This design comes from an exercise in tuning for small area on the open sky130 flow, not from production work. Only simulation tests tie the RTL to the original design; equivalence was not proved. Power figures rest on the tool's default switching activity, not on a simulated workload.

==> 08-22: inputs <==
==> flow/design.v <==
module PSEC6_spi (
    input logic rstn,  
    input logic spi_clk,
    input logic pico,
    input logic cs,  
    input logic trigger_in,  
    input logic [7:0] poci_ch,  
    input logic [7:0] stop_request,
    output logic poci,
    output logic trigger_out,
    output logic [7:0] test_point_control,  
    output logic clk_enable,
    output logic [5:0] vco_digital_band,  
    output logic [4:0] ref_clk_tgate_control,  
    output logic slow_mode,  
    output logic pfd_switch,  
    output logic pll_switch,  
    output logic [7:0] lpf_resistor_sel,  
    output logic [1:0] mode,  
    output logic [7:0] disc_polarity,  
    output logic [2:0] select_reg,  
    output logic inst_rst,  
    output logic inst_readout,  
    output logic inst_start  
);
    logic full_rstn;
    assign full_rstn = cs & rstn;
    logic [7:0] sr;       
    logic [3:0] cnt;      
    logic       past8;    
    logic [6:0] addr;     
    logic       wr_q;     
    logic       rd0;      
    logic       is_write;
    logic [7:0] r_vco, r_mask, r_inst, r_mode, r_pol, r_ref, r_slow, r_pfd, r_pll, r_tpc, r_lpf;
    always_ff @(posedge spi_clk) begin
        sr <= {sr[6:0], pico};
    end
    logic byte_end;    
    logic addr_byte;   
    assign byte_end  = (cnt[2:0] == 3'd0) & (past8 | cnt[3]);
    assign addr_byte = cnt[3] & (~past8 | wr_q);
    always_ff @(posedge spi_clk or negedge full_rstn) begin
        if (!full_rstn) begin
            cnt <= '0;
            past8 <= 1'b0;
            wr_q <= 1'b0;
            addr <= '0;
        end
        else begin
            cnt <= cnt + 4'd1;
            if (cnt == 4'd8) past8 <= 1'b1;
            wr_q <= is_write;
            if (byte_end) begin
                if (addr_byte) addr <= sr[6:0];
                else if (!wr_q) addr <= addr + 7'd1;
            end
        end
    end
    always_ff @(negedge spi_clk or negedge full_rstn) begin
        if (!full_rstn) begin
            is_write <= 1'b0;
        end
        else if ((cnt[2:0] == 3'd0) & cnt[3] & (~past8 | is_write)) begin
            is_write <= sr[7];
        end
    end
    logic we;
    assign we = is_write & (cnt == 4'd0) & past8;
    always_ff @(negedge spi_clk or negedge rstn) begin
        if (!rstn) begin
            r_vco  <= 8'h3f;
            r_mask <= 8'hff;
            r_mode <= 8'h03;
            r_pol  <= 8'hff;
            r_ref  <= 8'h04;
            r_slow <= 8'h00;
            r_pfd  <= 8'h01;
            r_pll  <= 8'h00;
            r_tpc  <= 8'h00;
            r_lpf  <= 8'h1f;
        end
        else if (we) begin
            if (addr == 7'd1)  r_vco  <= sr;
            if (addr == 7'd2)  r_mask <= sr;
            if (addr == 7'd4)  r_mode <= sr;
            if (addr == 7'd5)  r_pol  <= sr;
            if (addr == 7'd6)  r_ref  <= sr;
            if (addr == 7'd7)  r_slow <= sr;
            if (addr == 7'd8)  r_pfd  <= sr;
            if (addr == 7'd9)  r_pll  <= sr;
            if (addr == 7'd10) r_tpc  <= sr;
            if (addr == 7'd11) r_lpf  <= sr;
        end
    end
    always_ff @(negedge spi_clk or negedge full_rstn) begin
        if (!full_rstn) begin
            r_inst <= 8'h00;
        end
        else if (we & (addr == 7'd3)) begin
            r_inst <= sr;
        end
    end
    logic clk_enable_rstn;
    assign clk_enable_rstn = rstn & ~trigger_in;
    always_ff @(negedge spi_clk or negedge clk_enable_rstn) begin
        if (!clk_enable_rstn) begin
            clk_enable <= 1'b0;
        end
        else if (we & (addr == 7'd3) & (sr[1:0] == 2'd3)) begin
            clk_enable <= 1'b1;
        end
    end
    logic [7:0] rdata;
    always_comb begin
        case (addr)
            7'd1:  rdata = r_vco;
            7'd2:  rdata = r_mask;
            7'd3:  rdata = r_inst;
            7'd4:  rdata = r_mode;
            7'd5:  rdata = r_pol;
            7'd6:  rdata = r_ref;
            7'd7:  rdata = r_slow;
            7'd8:  rdata = r_pfd;
            7'd9:  rdata = r_pll;
            7'd10: rdata = r_tpc;
            7'd11: rdata = r_lpf;
            default: rdata = 8'h00;
        endcase
    end
    always_ff @(posedge spi_clk) begin
        rd0 <= rdata[0];
    end
    logic poci_spi;
    always_comb begin
        if (!past8) poci_spi = 1'b0;
        else if (is_write & ((cnt - 4'd1) < 4'd8)) poci_spi = 1'b0;
        else if (cnt[2:0] == 3'd0) poci_spi = rd0;
        else poci_spi = rdata[3'd0 - cnt[2:0]];
    end
    logic in_ch;
    logic [4:0] s1;
    logic [3:0] s2;
    logic [2:0] ch_idx;
    logic [2:0] ch;
    assign in_ch = (addr >= 7'd12) & (addr <= 7'd67);
    assign s1 = {2'b0, addr[2:0]} + {2'b0, addr[5:3]} + {4'b0, addr[6]} + 5'd2;
    assign s2 = {1'b0, s1[2:0]} + {2'b0, s1[4:3]};
    assign ch_idx = (s2 >= 4'd7) ? 3'(s2 - 4'd7) : s2[2:0];    
    assign ch = ch_idx - addr[2:0] + 3'd4;                     
    assign select_reg = in_ch ? ch_idx : 3'd7;
    assign poci = in_ch ? poci_ch[ch] : poci_spi;
    assign vco_digital_band = r_vco[5:0];
    assign mode = r_mode[1:0];
    assign disc_polarity = r_pol;
    assign slow_mode = r_slow[0];
    assign pfd_switch = r_pfd[0];
    assign pll_switch = r_pll[0];
    assign test_point_control = r_tpc;
    assign lpf_resistor_sel = r_lpf;
    assign trigger_out = |(stop_request & r_mask);
    assign inst_rst     = (r_inst[1:0] == 2'd1);
    assign inst_readout = (r_inst[1:0] == 2'd2);
    assign inst_start   = (r_inst[1:0] == 2'd3);
    always_comb begin
        if (!rstn) ref_clk_tgate_control = 5'b00010;
        else begin
            case (r_ref[2:0])
                3'd0: ref_clk_tgate_control = 5'b00001;
                3'd2: ref_clk_tgate_control = 5'b00100;
                3'd3: ref_clk_tgate_control = 5'b01000;
                3'd4: ref_clk_tgate_control = 5'b10000;
                default: ref_clk_tgate_control = 5'b00010;
            endcase
        end
    end
endmodule
==> flow/run.sh <==
#!/bin/bash
# synth_recipe.tcl (not shown) runs the flow's synth.tcl, then flattens the netlist and writes it again
# the make line also repeats each setting of config.mk as NAME=value (left out here)
make -C /OpenROAD-flow-scripts/flow DESIGN_CONFIG=/design/flow/config.mk WORK_HOME=/design/flow/orfs CLKGATE_MAP_FILE= SYNTH_SCRIPT=/design/flow/synth_recipe.tcl finish
==> flow/config.mk <==
export PLATFORM = sky130hd
export DESIGN_NAME = PSEC6_spi
export DESIGN_NICKNAME = PSEC6_spi
export VERILOG_FILES = /design/flow/design.v
export SDC_FILE = /design/flow/constraint.sdc
export NUM_CORES = 4
export LEC_CHECK = 0
export CAP_MARGIN = 20
export CORE_MARGIN = 2
export CORE_UTILIZATION = 40
export CTS_BUF_LIST = sky130_fd_sc_hd__clkbuf_4 sky130_fd_sc_hd__clkbuf_8
export SLEW_MARGIN = 20
==> flow/constraint.sdc <==
create_clock -name core_clock -period 25.0 [get_ports {spi_clk}]
set_input_delay 5.0000 -clock core_clock [delete_from_list [all_inputs] [get_ports {spi_clk}]]
set_output_delay 5.0000 -clock core_clock [all_outputs]
set_load 0.01 [all_outputs]
==> inputs of 04-06, as changes to 08-22 <==
==> flow/design.v, changed modules only <==
module PSEC6_spi (
    input logic rstn,  
    input logic spi_clk,
    input logic pico,
    input logic cs,  
    input logic trigger_in,  
    input logic [7:0] poci_ch,  
    input logic [7:0] stop_request,
    output logic poci,
    output logic trigger_out,
    output logic [7:0] test_point_control,  
    output logic clk_enable,
    output logic [5:0] vco_digital_band,  
    output logic [4:0] ref_clk_tgate_control,  
    output logic slow_mode,  
    output logic pfd_switch,  
    output logic pll_switch,  
    output logic [7:0] lpf_resistor_sel,  
    output logic [1:0] mode,  
    output logic [7:0] disc_polarity,  
    output logic [2:0] select_reg,  
    output logic inst_rst,  
    output logic inst_readout,  
    output logic inst_start  
);
    logic full_rstn;
    assign full_rstn = cs & rstn;
    logic [7:0] sr;       
    logic [3:0] cnt;      
    logic       past8;    
    logic [6:0] addr;     
    logic       wr_q;     
    logic       rd0;      
    logic       is_write;
    logic [7:0] r_vco, r_mask, r_inst, r_mode, r_pol, r_ref, r_slow, r_pfd, r_pll, r_tpc, r_lpf;
    always_ff @(posedge spi_clk) begin
        sr <= {sr[6:0], pico};
        wr_q <= is_write;    
    end
    logic byte_end;    
    logic addr_byte;   
    assign byte_end  = (cnt[2:0] == 3'd0) & (past8 | cnt[3]);
    assign addr_byte = cnt[3] & (~past8 | wr_q);
    always_ff @(posedge spi_clk or negedge full_rstn) begin
        if (!full_rstn) begin
            cnt <= '0;
            past8 <= 1'b0;
            addr <= '0;
        end
        else begin
            cnt <= cnt + 4'd1;
            if (cnt == 4'd8) past8 <= 1'b1;
            if (byte_end) begin
                if (addr_byte) addr <= sr[6:0];
                else if (!wr_q) addr <= addr + 7'd1;
            end
        end
    end
    always_ff @(negedge spi_clk or negedge full_rstn) begin
        if (!full_rstn) begin
            is_write <= 1'b0;
        end
        else if ((cnt[2:0] == 3'd0) & cnt[3] & (~past8 | is_write)) begin
            is_write <= sr[7];
        end
    end
    logic we;
    assign we = is_write & (cnt == 4'd0) & past8;
    localparam logic [7:0] RV_VCO  = 8'h3f;
    localparam logic [7:0] RV_MASK = 8'hff;
    localparam logic [7:0] RV_MODE = 8'h03;
    localparam logic [7:0] RV_POL  = 8'hff;
    localparam logic [7:0] RV_REF  = 8'h04;
    localparam logic [7:0] RV_PFD  = 8'h01;
    localparam logic [7:0] RV_LPF  = 8'h1f;
    logic [7:0] x_vco, x_mask, x_mode, x_pol, x_ref, x_pfd, x_lpf;
    always_ff @(negedge spi_clk or negedge rstn) begin
        if (!rstn) begin
            x_vco  <= '0;
            x_mask <= '0;
            x_mode <= '0;
            x_pol  <= '0;
            x_ref  <= '0;
            r_slow <= '0;
            x_pfd  <= '0;
            r_pll  <= '0;
            r_tpc  <= '0;
            x_lpf  <= '0;
        end
        else if (we) begin
            if (addr == 7'd1)  x_vco  <= sr ^ RV_VCO;
            if (addr == 7'd2)  x_mask <= sr ^ RV_MASK;
            if (addr == 7'd4)  x_mode <= sr ^ RV_MODE;
            if (addr == 7'd5)  x_pol  <= sr ^ RV_POL;
            if (addr == 7'd6)  x_ref  <= sr ^ RV_REF;
            if (addr == 7'd7)  r_slow <= sr;
            if (addr == 7'd8)  x_pfd  <= sr ^ RV_PFD;
            if (addr == 7'd9)  r_pll  <= sr;
            if (addr == 7'd10) r_tpc  <= sr;
            if (addr == 7'd11) x_lpf  <= sr ^ RV_LPF;
        end
    end
    assign r_vco  = x_vco  ^ RV_VCO;
    assign r_mask = x_mask ^ RV_MASK;
    assign r_mode = x_mode ^ RV_MODE;
    assign r_pol  = x_pol  ^ RV_POL;
    assign r_ref  = x_ref  ^ RV_REF;
    assign r_pfd  = x_pfd  ^ RV_PFD;
    assign r_lpf  = x_lpf  ^ RV_LPF;
    always_ff @(negedge spi_clk or negedge full_rstn) begin
        if (!full_rstn) begin
            r_inst <= 8'h00;
        end
        else if (we & (addr == 7'd3)) begin
            r_inst <= sr;
        end
    end
    logic clk_enable_rstn;
    assign clk_enable_rstn = rstn & ~trigger_in;
    always_ff @(negedge spi_clk or negedge clk_enable_rstn) begin
        if (!clk_enable_rstn) begin
            clk_enable <= 1'b0;
        end
        else if (we & (addr == 7'd3) & (sr[1:0] == 2'd3)) begin
            clk_enable <= 1'b1;
        end
    end
    logic [7:0] rdata;
    logic [10:0] rsel;
    always_comb begin
        for (int i = 0; i < 11; i++) rsel[i] = (addr == 7'(i + 1));
        rdata = ({8{rsel[0]}} & r_vco) | ({8{rsel[1]}} & r_mask) | ({8{rsel[2]}} & r_inst)
              | ({8{rsel[3]}} & r_mode) | ({8{rsel[4]}} & r_pol) | ({8{rsel[5]}} & r_ref)
              | ({8{rsel[6]}} & r_slow) | ({8{rsel[7]}} & r_pfd) | ({8{rsel[8]}} & r_pll)
              | ({8{rsel[9]}} & r_tpc) | ({8{rsel[10]}} & r_lpf);
    end
    always_ff @(posedge spi_clk) begin
        rd0 <= rdata[0];
    end
    logic poci_spi;
    always_comb begin
        if (!past8) poci_spi = 1'b0;
        else if (is_write & ((cnt - 4'd1) < 4'd8)) poci_spi = 1'b0;
        else if (cnt[2:0] == 3'd0) poci_spi = rd0;
        else poci_spi = rdata[3'd0 - cnt[2:0]];
    end
    logic in_ch;
    logic [2:0] ch;
    logic [2:0] ch_idx;
    always_comb begin
        ch = 3'd0;
        if (addr >= 7'd19) ch = 3'd1;
        if (addr >= 7'd26) ch = 3'd2;
        if (addr >= 7'd33) ch = 3'd3;
        if (addr >= 7'd40) ch = 3'd4;
        if (addr >= 7'd47) ch = 3'd5;
        if (addr >= 7'd54) ch = 3'd6;
        if (addr >= 7'd61) ch = 3'd7;
    end
    assign in_ch = (addr >= 7'd12) & (addr <= 7'd67);
    assign ch_idx = addr[2:0] + 3'd4 + ch;
    assign select_reg = in_ch ? ch_idx : 3'd7;
    assign poci = in_ch ? poci_ch[ch] : poci_spi;
    assign vco_digital_band = r_vco[5:0];
    assign mode = r_mode[1:0];
    assign disc_polarity = r_pol;
    assign slow_mode = r_slow[0];
    assign pfd_switch = r_pfd[0];
    assign pll_switch = r_pll[0];
    assign test_point_control = r_tpc;
    assign lpf_resistor_sel = r_lpf;
    assign trigger_out = |(stop_request & r_mask);
    assign inst_rst     = (r_inst[1:0] == 2'd1);
    assign inst_readout = (r_inst[1:0] == 2'd2);
    assign inst_start   = (r_inst[1:0] == 2'd3);
    always_comb begin
        if (!rstn) ref_clk_tgate_control = 5'b00010;
        else begin
            case (r_ref[2:0])
                3'd0: ref_clk_tgate_control = 5'b00001;
                3'd2: ref_clk_tgate_control = 5'b00100;
                3'd3: ref_clk_tgate_control = 5'b01000;
                3'd4: ref_clk_tgate_control = 5'b10000;
                default: ref_clk_tgate_control = 5'b00010;
            endcase
        end
    end
endmodule
==> flow/flow/run.sh (new file) <==
#!/bin/bash
# The standard layout, with three changes:
#  - the standard synthesis's combinational logic is re-mapped by ABC for area (registers untouched),
#  - each port gets the smallest buffer,
#  - the clock tree uses small clock buffers and no dummy loads.
set -euo pipefail
W=$(pwd)
R=$W/orfs/results/$FLOW_PLATFORM/PSEC6_spi/base
LIB=$FLOW_HOME/platforms/$FLOW_PLATFORM/lib/sky130_fd_sc_hd__tt_025C_1v80.lib
YOSYS=$FLOW_HOME/../tools/install/yosys/bin/yosys
[[ -x $YOSYS ]] || YOSYS=yosys

export BUFFER_PORTS_ARGS="-buffer_cell sky130_fd_sc_hd__buf_1"
export REMOVE_ABC_BUFFERS=1
export CTS_ARGS="-sink_clustering_enable -repair_clock_nets -dont_use_dummy_load -buf_list {sky130_fd_sc_hd__clkbuf_4 sky130_fd_sc_hd__clkbuf_8}"

bash standard.sh synth > synth.log 2>&1

DONT="$(grep -o 'sky130_fd_sc_hd__\(probe\|lpflow\)[a-z0-9_]*' $FLOW_HOME/platforms/$FLOW_PLATFORM/config.mk | sort -u | sed 's/^/-dont_use /' | tr '\n' ' ') -dont_use *clkbuf* -dont_use *clkinv* -dont_use *dly* -dont_use *buf_* -dont_use sky130_fd_sc_hd__inv_2 -dont_use sky130_fd_sc_hd__inv_4 -dont_use sky130_fd_sc_hd__inv_6 -dont_use sky130_fd_sc_hd__inv_8 -dont_use sky130_fd_sc_hd__inv_12 -dont_use sky130_fd_sc_hd__inv_16"
cp $R/1_2_yosys.v $W/std_1_2_yosys.v
sed -e "s#@LIB@#$LIB#g" -e "s#@IN@#$W/std_1_2_yosys.v#" -e "s#@OUT@#$R/1_2_yosys.v#" -e "s#@TOP@#$FLOW_TOP#" \
    -e "s#@DONTUSE@#$DONT#" -e "s#@SCRIPT@#$W/flow/remap.abc#" flow/remap.ys.in > remap.ys
$YOSYS -s remap.ys > remap.log 2>&1
rm -f $R/1_synth.odb $R/1_synth.sdc

bash standard.sh > standard.log 2>&1
==> flow/flow/remap.abc (new file) <==
strash
dch
amap
==> flow/flow/remap.ys.in (new file) <==
# Re-map the standard synthesis's combinational logic for area; registers are kept as they are.
read_liberty -ignore_miss_func @LIB@
blackbox sky130_fd_sc_hd__df* sky130_fd_sc_hd__sdf* sky130_fd_sc_hd__edf* sky130_fd_sc_hd__sedf* sky130_fd_sc_hd__dl* sky130_fd_sc_hd__conb_1
read_verilog @IN@
hierarchy -top @TOP@
flatten
opt_clean -purge
stat
abc -liberty @LIB@ @DONTUSE@ -script @SCRIPT@
opt_clean -purge
hilomap -singleton -hicell sky130_fd_sc_hd__conb_1 HI -locell sky130_fd_sc_hd__conb_1 LO
insbuf -buf sky130_fd_sc_hd__buf_1 A X
splitnets
opt_clean -purge
rename -hide w:*.*
rename -enumerate -pattern rmw_% w:*
rename -enumerate -pattern rmc_% c:*
check
stat -liberty @LIB@
write_verilog -noattr -noexpr -nohex -nodec @OUT@
==> flow/standard.sh (new file) <==
#!/bin/bash
# synth_recipe.tcl (not shown) runs the flow's synth.tcl, then flattens the netlist and writes it again
# the make line also repeats each setting of config.mk as NAME=value (left out here)
make -C /OpenROAD-flow-scripts/flow DESIGN_CONFIG=/design/flow/config.mk WORK_HOME=/design/flow/orfs CLKGATE_MAP_FILE= SYNTH_SCRIPT=/design/flow/synth_recipe.tcl "${@:-finish}"
--- a/flow/config.mk
+++ b/flow/config.mk
@@ -8,5 +8,4 @@
 export CAP_MARGIN = 20
 export CORE_MARGIN = 2
 export CORE_UTILIZATION = 40
-export CTS_BUF_LIST = sky130_fd_sc_hd__clkbuf_4 sky130_fd_sc_hd__clkbuf_8
 export SLEW_MARGIN = 20
removed: flow/run.sh
==> inputs of 01-07, as changes to 08-22 <==
==> flow/flow/run.sh (new file) <==
#!/bin/bash
set -euo pipefail
export BUFFER_PORTS_ARGS="-buffer_cell sky130_fd_sc_hd__buf_1"
export REMOVE_ABC_BUFFERS=1
export CTS_ARGS="-sink_clustering_enable -repair_clock_nets -dont_use_dummy_load -buf_list {sky130_fd_sc_hd__clkbuf_4 sky130_fd_sc_hd__clkbuf_8}"
bash standard.sh > standard.log 2>&1
==> flow/standard.sh (new file) <==
#!/bin/bash
# synth_recipe.tcl (not shown) runs the flow's synth.tcl, then flattens the netlist and writes it again
# the make line also repeats each setting of config.mk as NAME=value (left out here)
make -C /OpenROAD-flow-scripts/flow DESIGN_CONFIG=/design/flow/config.mk WORK_HOME=/design/flow/orfs CLKGATE_MAP_FILE= SYNTH_SCRIPT=/design/flow/synth_recipe.tcl "${@:-finish}"
--- a/flow/config.mk
+++ b/flow/config.mk
@@ -8,5 +8,4 @@
 export CAP_MARGIN = 20
 export CORE_MARGIN = 2
 export CORE_UTILIZATION = 40
-export CTS_BUF_LIST = sky130_fd_sc_hd__clkbuf_4 sky130_fd_sc_hd__clkbuf_8
 export SLEW_MARGIN = 20
removed: flow/run.sh
==> summary.txt <==
status=complete, no violations; Pwr Density=115 nW/um^2; clock share of power=0.160; Crit Reg-Reg Endpoint=r_ref[0]; die width=124 um; Synth cell types=59; Non-clock buffers=75; placed cells=700; Critical Path Start=r_vco[0]; pre-CTS WS=5300 ps; Hold Path Sink=clk_enable; Via density=5.75; Die ar.=15,300 sq um; met3 GRT Util=0.0444; internal power=459 uW; Reg area=2800 sq um; well tap count=180; Core ar.=13,900 sq um
[end of results for 08-22]
==> summary.txt <==
placed cells=700; Via density=5.62; Pwr Density=118 nW/um^2; Core ar.=13,900 sq um; clock share of power=0.141; Hold Path Sink=clk_enable; status=complete, no violations; die width=124 um; internal power=421 uW; Non-clock buffers=75; Synth cell types=59; well tap count=180; Die ar.=15,300 sq um; Reg area=2800 sq um; Crit Reg-Reg Endpoint=r_ref[0]
[end of results for 01-07]
==> summary.txt <==
status=complete, no violations; Non-clock buffers=73; Die ar.=13,700 sq um; pre-CTS WS=5430 ps; Via density=5.90; Reg area=2750 sq um; internal power=230 uW; Crit Reg-Reg Endpoint=r_slow[6]; Core ar.=12,600 sq um; YS warnings=1; placed cells=823; most frequent cells in the layout=inv_1 (120), dfrtn_1 (90), o22ai_1 (83); Critical Path Start=x_mask[4]
[end of results for 04-06]
